Background: an optimization exercise with open tools, aiming at small area, a short achievable clock period and few clock cycles per item. Do not read the settings as production practice. Only simulation tests tie the RTL to the original design; equivalence was not proved.

==> lagoon: inputs <==
## SNN
module SNN(
	clk,
	rst_n,
	in_valid,
	img,
	ker,
	weight,
	out_valid,
	out_data
);
clock: 17.0 ns
lec_check: 0
cap_margin: 20
core_margin: 2
core_utilization: 55
cts_buf_list: sky130_fd_sc_hd__clkbuf_8 sky130_fd_sc_hd__clkbuf_4
slew_margin: 20
synth_hierarchical: 1
standard.sh (not shown) runs the stock make flow with config.mk's settings and CLKGATE_MAP_FILE= SYNTH_SCRIPT=/design/flow/synth_recipe.tcl, a recipe that flattens the netlist after the stock synthesis.
==> flow/flow/run.sh <==
#!/bin/bash
# The standard layout, with the port buffers made of buf_4 cells instead of
# the cell buffer_ports picks by default (a slow delay buffer).
set -o pipefail
export BUFFER_PORTS_ARGS="-buffer_cell sky130_fd_sc_hd__buf_4"
bash standard.sh 2>&1 | tee standard.log
==> inputs of sierra, as changes to lagoon <==
==> flow/flow/run.sh (replaced) <==
#!/bin/bash
# The standard layout (standard.sh), with these changes to how it is made:
#  - the port buffers are buf_4 cells instead of the cell buffer_ports picks
#    by default (a slow delay buffer);
#  - the timing repair steps aim for 12.7 ns of setup slack on the 17 ns
#    clock and may change a cell's footprint, so they size up the gates of
#    the longest paths. The clock, its period and the constraints are
#    unchanged.
set -o pipefail
bash standard.sh \
  BUFFER_PORTS_ARGS="-buffer_cell sky130_fd_sc_hd__buf_4" \
  SETUP_SLACK_MARGIN=12.7 \
  MATCH_CELL_FOOTPRINT=0 \
  finish 2>&1 | tee standard.log
==> inputs of tundra, as changes to lagoon <==
- CORE_UTILIZATION: 55 -> 65
==> qor summary <==
item                                                            tundra       lagoon       sierra
Outcome                                       timing/DRC/antenna clean  timing/DRC/antenna clean  timing/DRC/antenna clean
Launch instance of the worst register-to-register path         px_n[2]      fcnt[0]     sr6_n[2]
Area of the multi-input gates                                23500 um2    23500 um2    23700 um2
Global-route met1 utilization                                    0.411        0.365        0.365
Share of the final layout cell area in multi-input gates         0.609        0.604        0.598
Count of TritonRoute iterations in the first routing pass            5            6            5
Min-Delay Endpoint                                            sr9_n[0]     sr3_n[1]     sr3_n[1]
Unrepaired setup endpoints after global routing                  false        false         true
GRT met3 Usage                                                  0.0628       0.0420       0.0414
Start point of the critical path                           out_data[5]      fcnt[0]  out_data[5]
Worst setup path endpoint                                  out_data[5]  out_data[1]  out_data[5]
Core utilization of the finished layout                          0.716        0.607        0.617
Worst setup slack after placement                             12480 ps     12400 ps     12400 ps
Total clock buffers created by CTS                                  81           85           85
Antenna violations before repair                                     7            1            1
Testbench counts of lagoon, summed over its fixed seeds: cycles 14,976, items 192.
Testbench counts of sierra, summed over its fixed seeds: cycles 14,976, items 192.
Testbench counts of tundra, summed over its fixed seeds: cycles 14,976, items 192.

---

==> inputs of garnet <==
SNN, a different RTL version from the one above (not shown whole).
==> flow/config.mk <==
export PLATFORM = sky130hd
export DESIGN_NAME = SNN
export DESIGN_NICKNAME = SNN
export VERILOG_FILES = /design/flow/design.v
export SDC_FILE = /design/flow/constraint.sdc
export NUM_CORES = 4
export LEC_CHECK = 0
export CAP_MARGIN = 20
export CORE_MARGIN = 2
export CORE_UTILIZATION = 65
export CTS_BUF_LIST = sky130_fd_sc_hd__clkbuf_16
export CTS_CLUSTER_DIAMETER = 100
export CTS_CLUSTER_SIZE = 20
export SLEW_MARGIN = 20
export SYNTH_HIERARCHICAL = 1
==> flow/constraint.sdc <==
create_clock -name core_clock -period 17.0 [get_ports {clk}]
set_input_delay 3.4000 -clock core_clock [delete_from_list [all_inputs] [get_ports {clk}]]
set_output_delay 3.4000 -clock core_clock [all_outputs]
set_load 0.01 [all_outputs]
==> flow/flow/run.sh <==
#!/bin/bash
# The standard layout (standard.sh), with these changes to how it is made:
#  - the port buffers are buf_4 cells instead of the cell buffer_ports picks
#    by default (a slow delay buffer);
#  - the timing repair steps aim for 12.45 ns of setup slack on the 17 ns
#    clock and may change a cell's footprint, so they size up the gates of
#    the longest paths. The clock, its period and the constraints are
#    unchanged.
set -o pipefail
bash standard.sh \
  BUFFER_PORTS_ARGS="-buffer_cell sky130_fd_sc_hd__buf_4" \
  SETUP_SLACK_MARGIN=12.45 \
  MATCH_CELL_FOOTPRINT=0 \
  finish 2>&1 | tee standard.log
==> xenon: changes against garnet <==
CORE_UTILIZATION = 55   (was 65)
==> comparison <==
garnet completed with no timing, DRC or antenna violations. xenon completed without violations. In flip-flop and latch count, garnet and xenon do not differ. Area after synthesis is the same in xenon and garnet. Of xenon and garnet, garnet has the higher global-route usage (gap 4.2 points). Between xenon and garnet, the lower sequential share of layout area is in xenon (gap 0.20 points). Of xenon and garnet, xenon has the higher register-to-register slack (gap 190 ps).
Testbench counts of garnet, summed over its fixed seeds: cycles 14,976, items 192.
Testbench counts of xenon, summed over its fixed seeds: cycles 14,976, items 192.

---

==> 07-14 <==
Starting RTL as in the previous note.
Settings: LEC_CHECK=0, CAP_MARGIN=20, CORE_MARGIN=2, CORE_UTILIZATION=55, CTS_BUF_LIST=sky130_fd_sc_hd__clkbuf_16, CTS_CLUSTER_DIAMETER=115, CTS_CLUSTER_SIZE=26, SLEW_MARGIN=20, SYNTH_HIERARCHICAL=1; clock period 17.0 ns.
==> flow/flow/run.sh <==
#!/bin/bash
# The standard layout (standard.sh), with these changes to how it is made:
#  - the port buffers are buf_4 cells instead of the cell buffer_ports picks
#    by default (a slow delay buffer);
#  - the timing repair steps aim for 12.5 ns of setup slack on the 17 ns
#    clock and may change a cell's footprint, so they size up the gates of
#    the longest paths. The clock, its period and the constraints are
#    unchanged.
set -o pipefail
bash standard.sh \
  BUFFER_PORTS_ARGS="-buffer_cell sky130_fd_sc_hd__buf_4" \
  SETUP_SLACK_MARGIN=12.5 \
  MATCH_CELL_FOOTPRINT=0 \
  finish 2>&1 | tee standard.log
==> 05-16 (differences from 07-14) <==
==> flow/flow/run.sh (replaced) <==
#!/bin/bash
# The standard layout (standard.sh), with these changes to how it is made:
#  - the port buffers are buf_4 cells instead of the cell buffer_ports picks
#    by default (a slow delay buffer);
#  - the timing repair steps aim for 12.45 ns of setup slack on the 17 ns
#    clock and may change a cell's footprint, so they size up the gates of
#    the longest paths. The clock, its period and the constraints are
#    unchanged.
set -o pipefail
bash standard.sh \
  BUFFER_PORTS_ARGS="-buffer_cell sky130_fd_sc_hd__buf_4" \
  SETUP_SLACK_MARGIN=12.45 \
  MATCH_CELL_FOOTPRINT=0 \
  finish 2>&1 | tee standard.log
Settings changed: ABC_AREA set to 1, CTS_CLUSTER_DIAMETER 115 to 100, CTS_CLUSTER_SIZE 26 to 20.
==> summary.txt <==
Clock skew: 07-14 is higher than 05-16 (0.0017 ns).
Sequential share of layout area is about the same in 07-14 and 05-16.
Between 07-14 and 05-16, the lower maximum frequency is in 05-16 (gap about 0.45%, measured against 05-16).
Against 07-14, the setup slack of 05-16 is lower by 0.021 ns.
Of 07-14 and 05-16, 05-16 has the higher die area (gap 0.88%, measured against 05-16).
Between 05-16 and 07-14, the lower register-to-register slack is in 07-14 (gap 0.02 ns).
In 07-14 the non-clock buffer count is higher than in 05-16, by 54.
Wire length: 07-14 is lower than 05-16 (about 2.5%).
Against 05-16, the via count of 07-14 is lower by about 5.5%.
Testbench counts of 07-14, summed over its fixed seeds: cycles 14,976, items 192.
Testbench counts of 05-16, summed over its fixed seeds: cycles 14,976, items 192.

---

==> exp/yarrow <==
Another version of the RTL of SNN (not shown whole).
clock: 17.0 ns
lec_check: 0
cap_margin: 20
core_margin: 2
core_utilization: 55
cts_buf_list: sky130_fd_sc_hd__clkbuf_8 sky130_fd_sc_hd__clkbuf_4
slew_margin: 20
synth_hierarchical: 1
run.sh (not shown) runs the stock make flow with config.mk's settings and CLKGATE_MAP_FILE= SYNTH_SCRIPT=/design/flow/synth_recipe.tcl, a recipe that flattens the netlist after the stock synthesis.
Stock flow here: none of the scripts above is used.
==> exp/amber: changes against exp/yarrow <==
==> flow/flow/run.sh (new file) <==
#!/bin/bash
# The standard layout, with the port buffers made of buf_4 cells instead of
# the cell buffer_ports picks by default (a slow delay buffer).
set -o pipefail
export BUFFER_PORTS_ARGS="-buffer_cell sky130_fd_sc_hd__buf_4"
bash standard.sh 2>&1 | tee standard.log
==> flow/standard.sh (new file) <==
#!/bin/bash
# synth_recipe.tcl (not shown) runs the flow's synth.tcl, then flattens the netlist and writes it again
# the make line also repeats each setting of config.mk as NAME=value (left out here)
make -C /OpenROAD-flow-scripts/flow DESIGN_CONFIG=/design/flow/config.mk WORK_HOME=/design/flow/orfs CLKGATE_MAP_FILE= SYNTH_SCRIPT=/design/flow/synth_recipe.tcl "${@:-finish}"
removed: flow/run.sh
==> summary of the runs <==
Of exp/amber and exp/yarrow, exp/yarrow has the higher count of clock-buffer cells in the layout (gap 7). Flip-flop and latch count is the same in exp/amber and exp/yarrow. Between exp/amber and exp/yarrow, the lower routed wire length is in exp/yarrow (gap about 1.3%, measured against exp/yarrow). First-iteration DRC count: exp/amber is larger than exp/yarrow (about 12%). exp/amber went through all stages and came out clean. exp/yarrow finished clean. In exp/amber the critical path depth is higher than in exp/yarrow, by 22.
==> figures <==
| metric | exp/amber | exp/yarrow |
|---|---|---|
| Result of the run | timing/DRC/antenna clean | timing/DRC/antenna clean |
| Aggregate routed wire length | 78.7 mm | 77.6 mm |
| Tightest Pin Transition | 963 ps | 945 ps |
| Met3 Track Usage GR | 5.03% | 5.30% |
| Combined global-route utilization of all metal layers | 26.4% | 25.8% |
| Number of violations reported at the end of detailed-routing iteration 0 | 1215 | 1085 |
| Wire length per cell | 21.4 µm | 21.1 µm |
| Worst hold slack | 325 ps | 315 ps |
| Capturing element type of the critical path | flip-flop | primary output |
| First-pass detailed-route iteration total | 5 | 7 |
| Reg2reg setup slack | 12290 ps | 12330 ps |
| Layout buffer count excluding clock buffers | 47 | 48 |
| CP Class | reg -> reg | reg -> out |
Testbench counts of exp/yarrow, summed over its fixed seeds: cycles 14,976, items 192.
Testbench counts of exp/amber, summed over its fixed seeds: cycles 14,976, items 192.

---

==> inputs of fjord <==
SNN with an RTL version that a note above also has.
==> flow/config.mk <==
export PLATFORM = sky130hd
export DESIGN_NAME = SNN
export DESIGN_NICKNAME = SNN
export VERILOG_FILES = /design/flow/design.v
export SDC_FILE = /design/flow/constraint.sdc
export NUM_CORES = 4
export LEC_CHECK = 0
export CAP_MARGIN = 20
export CORE_MARGIN = 2
export CORE_UTILIZATION = 50
export CTS_BUF_LIST = sky130_fd_sc_hd__clkbuf_16
export CTS_CLUSTER_DIAMETER = 110
export CTS_CLUSTER_SIZE = 24
export SLEW_MARGIN = 20
export SYNTH_HIERARCHICAL = 1
==> flow/constraint.sdc <==
create_clock -name core_clock -period 17.0 [get_ports {clk}]
set_input_delay 3.4000 -clock core_clock [delete_from_list [all_inputs] [get_ports {clk}]]
set_output_delay 3.4000 -clock core_clock [all_outputs]
set_load 0.01 [all_outputs]
standard.sh (not shown) runs the stock make flow with config.mk's settings and CLKGATE_MAP_FILE= SYNTH_SCRIPT=/design/flow/synth_recipe.tcl, a recipe that flattens the netlist after the stock synthesis.
==> flow/flow/run.sh <==
#!/bin/bash
# The standard layout (standard.sh), with these changes to how it is made:
#  - the port buffers are buf_4 cells instead of the cell buffer_ports picks
#    by default (a slow delay buffer);
#  - the timing repair steps aim for 12.5 ns of setup slack on the 17 ns
#    clock and may change a cell's footprint, so they size up the gates of
#    the longest paths. The clock, its period and the constraints are
#    unchanged.
set -o pipefail
bash standard.sh \
  BUFFER_PORTS_ARGS="-buffer_cell sky130_fd_sc_hd__buf_4" \
  SETUP_SLACK_MARGIN=12.5 \
  MATCH_CELL_FOOTPRINT=0 \
  finish 2>&1 | tee standard.log
==> zinc (differences from fjord) <==
==> flow/flow/run.sh (replaced) <==
#!/bin/bash
# The standard layout (standard.sh), with these changes to how it is made:
#  - the port buffers are buf_4 cells instead of the cell buffer_ports picks
#    by default (a slow delay buffer);
#  - the timing repair steps aim for 12.45 ns of setup slack on the 17 ns
#    clock and may change a cell's footprint, so they size up the gates of
#    the longest paths. The clock, its period and the constraints are
#    unchanged.
set -o pipefail
bash standard.sh \
  BUFFER_PORTS_ARGS="-buffer_cell sky130_fd_sc_hd__buf_4" \
  SETUP_SLACK_MARGIN=12.45 \
  MATCH_CELL_FOOTPRINT=0 \
  finish 2>&1 | tee standard.log
--- a/flow/config.mk
+++ b/flow/config.mk
@@ -7,9 +7,9 @@
 export LEC_CHECK = 0
 export CAP_MARGIN = 20
 export CORE_MARGIN = 2
-export CORE_UTILIZATION = 50
+export CORE_UTILIZATION = 70
 export CTS_BUF_LIST = sky130_fd_sc_hd__clkbuf_16
-export CTS_CLUSTER_DIAMETER = 110
+export CTS_CLUSTER_DIAMETER = 100
 export CTS_CLUSTER_SIZE = 24
 export SLEW_MARGIN = 20
 export SYNTH_HIERARCHICAL = 1
==> juniper (differences from fjord) <==
==> flow/flow/run.sh (replaced) <==
#!/bin/bash
# The standard layout (standard.sh), with these changes to how it is made:
#  - the port buffers are buf_4 cells instead of the cell buffer_ports picks
#    by default (a slow delay buffer);
#  - the timing repair steps aim for 12.45 ns of setup slack on the 17 ns
#    clock and may change a cell's footprint, so they size up the gates of
#    the longest paths. The clock, its period and the constraints are
#    unchanged.
set -o pipefail
bash standard.sh \
  BUFFER_PORTS_ARGS="-buffer_cell sky130_fd_sc_hd__buf_4" \
  SETUP_SLACK_MARGIN=12.45 \
  MATCH_CELL_FOOTPRINT=0 \
  finish 2>&1 | tee standard.log
--- a/flow/config.mk
+++ b/flow/config.mk
@@ -7,7 +7,7 @@
 export LEC_CHECK = 0
 export CAP_MARGIN = 20
 export CORE_MARGIN = 2
-export CORE_UTILIZATION = 50
+export CORE_UTILIZATION = 55
 export CTS_BUF_LIST = sky130_fd_sc_hd__clkbuf_16
 export CTS_CLUSTER_DIAMETER = 110
 export CTS_CLUSTER_SIZE = 24
==> willow (differences from fjord) <==
==> flow/flow/run.sh (replaced) <==
#!/bin/bash
# The standard layout (standard.sh), with these changes to how it is made:
#  - the port buffers are buf_4 cells instead of the cell buffer_ports picks
#    by default (a slow delay buffer);
#  - after placement's resizing, the output registers are given the
#    strongest drive of their own cell type (flow/upsize_out.tcl);
#  - the timing repair steps aim for 12.45 ns of setup slack on the 17 ns
#    clock and may change a cell's footprint, so they size up the gates of
#    the longest paths. The clock, its period and the constraints are
#    unchanged.
set -o pipefail
bash standard.sh \
  BUFFER_PORTS_ARGS="-buffer_cell sky130_fd_sc_hd__buf_4" \
  POST_RESIZE_TCL="$PWD/flow/upsize_out.tcl" \
  SETUP_SLACK_MARGIN=12.45 \
  MATCH_CELL_FOOTPRINT=0 \
  finish 2>&1 | tee standard.log
==> flow/flow/upsize_out.tcl (new file) <==
# Output registers: a stronger flip-flop of the same type, so the output
# ports are driven sooner after the clock edge.
foreach inst [get_cells -quiet {out_data* out_valid*}] {
  puts "upsize_out: [get_full_name $inst] -> sky130_fd_sc_hd__dfrtp_4"
  replace_cell $inst sky130_fd_sc_hd__dfrtp_4
}
--- a/flow/config.mk
+++ b/flow/config.mk
@@ -7,9 +7,9 @@
 export LEC_CHECK = 0
 export CAP_MARGIN = 20
 export CORE_MARGIN = 2
-export CORE_UTILIZATION = 50
+export CORE_UTILIZATION = 55
 export CTS_BUF_LIST = sky130_fd_sc_hd__clkbuf_16
-export CTS_CLUSTER_DIAMETER = 110
-export CTS_CLUSTER_SIZE = 24
+export CTS_CLUSTER_DIAMETER = 100
+export CTS_CLUSTER_SIZE = 20
 export SLEW_MARGIN = 20
 export SYNTH_HIERARCHICAL = 1
==> comparison <==
- Of juniper and willow, juniper has the higher setup slack (gap 0.12 ns).
- The lowest non-clock buffer count belongs to juniper, the highest to zinc.
- Global-route usage, lowest first: fjord, willow, juniper, zinc.
- The lowest sequential share of layout area belongs to fjord, the highest to zinc.
- In design area, juniper and zinc hardly differ.
- Synthesized area is the same in fjord and zinc.
Testbench counts of fjord, summed over its fixed seeds: cycles 14,976, items 192.
Testbench counts of zinc, summed over its fixed seeds: cycles 14,976, items 192.
Testbench counts of juniper, summed over its fixed seeds: cycles 14,976, items 192.
Testbench counts of willow, summed over its fixed seeds: cycles 14,976, items 192.

-- afterwards: timing with drivers on the ports --
The flow's constraints put no driver on any port. The routed layouts listed below were extracted and timed again, unchanged, in two steps.
Step 1 assumes that a clkbuf_16 drives the clock port and a buf_2 every other input.
Step 2 also shifts input and output timing later by t, the mid clock arrival at the registers, as if the neighbouring blocks saw the same clock.
Three values: ideal, step 1, step 2; two values: the first two.
run	t, ns	slack for setup (ns)	worst setup path at the end
lagoon	0.734	12.313 / 12.313 / 12.313	register to register
sierra	0.734	12.390 / 12.331 / 12.623	input to register
tundra	0.712	12.411 / 12.350 / 12.447	register to register
garnet	0.657	12.406 / 12.406 / 12.406	register to register
xenon	0.681	12.480 / 12.413 / 12.584	input to register
07-14	0.641	12.491 / 12.426 / 12.616	input to register
05-16	0.659	12.471 / 12.412 / 12.406	input to register
exp/yarrow	0.720	12.048 / 11.989 / 12.291	input to register
exp/amber	0.732	12.292 / 12.292 / 12.292	register to register
fjord	0.647	12.498 / 12.434 / 12.552	register to register
zinc	0.641	12.353 / 12.353 / 12.353	register to register
juniper	0.649	12.498 / 12.433 / 12.575	register to register
willow	0.685	12.382 / 12.314 / 12.423	register to register
After both steps setup and hold are still met in every run listed. For 05-16, which loses most, drivers alone change the setup slack by -0.059 ns; drivers and shift together by -0.065 ns.
